Context: an optimization exercise on an open-source flow, tuned for small area and a short achievable clock period. The choices shown serve that exercise and are no tape-out recipe.
The RTL was checked by simulation tests, not by an equivalence proof against the original design.
No activity file was given, so power comes from the tool's default toggle rates.

run a:
// ex_unit
module ex_unit #(
    parameter WORD_SIZE = 32,
    NUM_REGS = 32,
    REG_SEL = $clog2(NUM_REGS),
    NUM_WORDS = 1024,
    ADDR_SIZE = $clog2(NUM_WORDS)
    )(
    input clk,
    input rst,
    input flush_idex,
    input stall_idex,
    input flush_exmem,
    input stall_exmem,
    input [ADDR_SIZE - 1 : 0] pc,
    input [WORD_SIZE - 1 : 0] immd,
    input [WORD_SIZE - 1 : 0] data1,
    input [WORD_SIZE - 1 : 0] data2,
    input [3:0] alu_op,
    input [REG_SEL - 1 : 0] rd,
    input [REG_SEL - 1 : 0] rs1,
    input [REG_SEL - 1 : 0] rs2,
    input mem_read,
    input mem_write,
    input mem_to_reg,
    input reg_write,
    input alu_src,
    input branch,
    input jump,
    input [1:0] data_size,
    input data_sign,
    input [WORD_SIZE - 1 : 0] wb_data,
    input [REG_SEL - 1 : 0] wb_rd,
    input wb_reg_write,
    output reg [ADDR_SIZE - 1 : 0] pc_mem,
    output reg [ADDR_SIZE - 1 : 0] branch_target_mem,
    output reg [WORD_SIZE - 1 : 0] alu_result_mem,
    output reg [REG_SEL - 1 : 0] rd_mem,
    output reg mem_read_mem,
    output reg mem_write_mem,
    output reg mem_to_reg_mem,
    output reg reg_write_mem,
    output reg alu_zero_mem,
    output reg branch_mem,
    output reg jump_mem,
    output reg [WORD_SIZE - 1 : 0] write_data_mem,
    output reg [1:0] data_size_mem,
    output reg data_sign_mem
    );
export LEC_CHECK = 0
export ABC_AREA = 1
export CAP_MARGIN = 20
export CORE_MARGIN = 2
export CORE_UTILIZATION = 40
export SETUP_SLACK_MARGIN = 2.0
export SLEW_MARGIN = 20
create_clock -name core_clock -period 7.5 [get_ports {clk}]
run.sh (not shown) runs the stock make flow with config.mk's settings and CLKGATE_MAP_FILE= SYNTH_SCRIPT=/design/flow/synth_recipe.tcl, a recipe that flattens the netlist after the stock synthesis.
Run a was carried through to the last stage, and its layout satisfied the timing, DRC and antenna checks.
> inputs changed (run a -> run b)
==> flow/flow/run.sh (new file) <==
#!/bin/bash
# Standard layout, with plain buf_1 cells (not delay buffers) as the port buffers.
set -euo pipefail
export BUFFER_PORTS_ARGS="-buffer_cell sky130_fd_sc_hd__buf_1"
bash standard.sh > standard_flow.log 2>&1
==> flow/standard.sh (new file) <==
#!/bin/bash
# synth_recipe.tcl (not shown) runs the flow's synth.tcl, then flattens the netlist and writes it again
# the make line also repeats each setting of config.mk as NAME=value (left out here)
make -C /OpenROAD-flow-scripts/flow DESIGN_CONFIG=/design/flow/config.mk WORK_HOME=/design/flow/orfs CLKGATE_MAP_FILE= SYNTH_SCRIPT=/design/flow/synth_recipe.tcl "${@:-finish}"
removed: flow/run.sh
Run b: flow completed, timing, DRC and antenna clean
Run b: portion of total power attributed to the clock network 2.0 points below run a
Taking run a as the reference, in run b post-synthesis compound-gate area fraction now sits at about the same level; final cell count decreased by 55 relative to the old numbers; power density relative to cell area now larger.

========
ex_unit, a different RTL version from the one above (not shown whole).
For scale: roughly 240 flip-flops, ~280 I/O pins.
export LEC_CHECK = 0
export ABC_AREA = 1
export CAP_MARGIN = 20
export CORE_MARGIN = 2
export CORE_UTILIZATION = 40
export SETUP_SLACK_MARGIN = 1.0
export SLEW_MARGIN = 20
create_clock -name core_clock -period 7.5 [get_ports {clk}]
standard.sh (not shown) runs the stock make flow with config.mk's settings and CLKGATE_MAP_FILE= SYNTH_SCRIPT=/design/flow/synth_recipe.tcl, a recipe that flattens the netlist after the stock synthesis.
==> flow/flow/run.sh <==
#!/bin/bash
# Standard layout, with plain buf_1 cells (not delay buffers) as the port buffers.
set -euo pipefail
export BUFFER_PORTS_ARGS="-buffer_cell sky130_fd_sc_hd__buf_1"
bash standard.sh > standard_flow.log 2>&1
==> next run, changes <==
Settings changed: SETUP_SLACK_MARGIN 1.0 to 2.0.
Effect: The changed run completed without violations; flip-flop and latch count stays the same; count of clock-buffer cells in the layout is unchanged; setup slack gains 0.50 ns; sequential power barely changes.

--- another note on this design; it stands on its own ---

Setup of before:
Design ex_unit, start of the top module:
module ex_unit #(
    parameter WORD_SIZE = 32,
    NUM_REGS = 32,
    REG_SEL = $clog2(NUM_REGS),
    NUM_WORDS = 1024,
    ADDR_SIZE = $clog2(NUM_WORDS)
    )(
    input clk,
    input rst,
    input flush_idex,
    input stall_idex,
    input flush_exmem,
    input stall_exmem,
    input [ADDR_SIZE - 1 : 0] pc,
    input [WORD_SIZE - 1 : 0] immd,
    input [WORD_SIZE - 1 : 0] data1,
    input [WORD_SIZE - 1 : 0] data2,
    input [3:0] alu_op,
    input [REG_SEL - 1 : 0] rd,
    input [REG_SEL - 1 : 0] rs1,
    input [REG_SEL - 1 : 0] rs2,
    input mem_read,
    input mem_write,
    input mem_to_reg,
    input reg_write,
    input alu_src,
    input branch,
    input jump,
    input [1:0] data_size,
    input data_sign,
    input [WORD_SIZE - 1 : 0] wb_data,
    input [REG_SEL - 1 : 0] wb_rd,
    input wb_reg_write,
    output reg [ADDR_SIZE - 1 : 0] pc_mem,
    output reg [ADDR_SIZE - 1 : 0] branch_target_mem,
    output reg [WORD_SIZE - 1 : 0] alu_result_mem,
    output reg [REG_SEL - 1 : 0] rd_mem,
    output reg mem_read_mem,
    output reg mem_write_mem,
    output reg mem_to_reg_mem,
  ...
Size in the first run: ~240 flip-flops, ~280 I/O pins, roughly 17000 um^2 of cells after synthesis.
==> flow/config.mk <==
export PLATFORM = sky130hd
export DESIGN_NAME = ex_unit
export DESIGN_NICKNAME = ex_unit
export VERILOG_FILES = /design/flow/design.v
export SDC_FILE = /design/flow/constraint.sdc
export NUM_CORES = 4
export LEC_CHECK = 0
export ABC_AREA = 1
export CAP_MARGIN = 20
export CORE_MARGIN = 2
export CORE_UTILIZATION = 40
export SETUP_SLACK_MARGIN = 4.0
export SLEW_MARGIN = 20
==> flow/constraint.sdc <==
create_clock -name core_clock -period 7.5 [get_ports {clk}]
set_input_delay 1.5000 -clock core_clock [delete_from_list [all_inputs] [get_ports {clk}]]
set_output_delay 1.5000 -clock core_clock [all_outputs]
set_load 0.01 [all_outputs]
standard.sh (not shown) runs the stock make flow with config.mk's settings and CLKGATE_MAP_FILE= SYNTH_SCRIPT=/design/flow/synth_recipe.tcl, a recipe that flattens the netlist after the stock synthesis.
==> flow/flow/run.sh <==
#!/bin/bash
# Standard layout, with plain buf_1 cells (not delay buffers) as the port buffers.
set -euo pipefail
export BUFFER_PORTS_ARGS="-buffer_cell sky130_fd_sc_hd__buf_1"
bash standard.sh > standard_flow.log 2>&1
[inputs] after vs before
--- a/flow/config.mk
+++ b/flow/config.mk
@@ -10,4 +10,4 @@
 export CORE_MARGIN = 2
 export CORE_UTILIZATION = 40
-export SETUP_SLACK_MARGIN = 4.0
+export SETUP_SLACK_MARGIN = 3.0
 export SLEW_MARGIN = 20
--- outcome ---
after vs. before: number of buffer and inverter instances along the worst setup path climbed 2; count of cell instances traversed by the critical path saw an increase; combined global-route utilization of all metal layers ~0 delta; count of buffers not belonging to the clock network in the layout went down by 97; wire length shrank by about 4.5%. Area added between synthesis and finish (higher): before. Changes observed in after relative to before: total of hold buffers inserted after clock tree synthesis held steady, via count saw a decrease.

==> static timing again, ports no longer ideal <==
The flow's constraints put no driver on any port. The routed layouts listed below were extracted and timed again, unchanged, in two steps.
Step 1, drivers: a clkbuf_16 drives clk and a buf_2 each remaining input, both assumed.
Step 2, shift: input delay + t, output delay - t, t = (earliest + latest rising clock arrival at the registers) / 2. This alone moves slack from input paths to output paths.
Three values: ideal, step 1, step 2; two values: the first two.
run	t, ns	setup slack, ns	worst hold slack (ns)	worst data-port slew with drivers (ns)	pins driven straight from the clock port
run a	0.627	2.226 / 2.259 / 1.631	0.455 / 0.455 / 0.455	0.10	1
run b	0.601	2.222 / 2.252 / 1.651	0.465 / 0.465 / 0.465	0.08	1
the first run of note 2	0.617	1.835 / 1.835 / 1.496	0.465 / 0.465 / 0.465	0.08	1
the second run of note 2	0.623	2.338 / 2.374 / 1.751	0.466 / 0.466 / 0.466	0.08	1
before	0.608	2.743 / 2.743 / 2.170	0.459 / 0.459 / 0.459	0.07	1
after	0.607	2.484 / 2.487 / 1.881	0.461 / 0.461 / 0.461	0.07	1
After both steps every run listed still meets setup and hold. The setup slack of after, which loses most, moves by +0.003 ns with the drivers and by -0.603 ns with both steps.
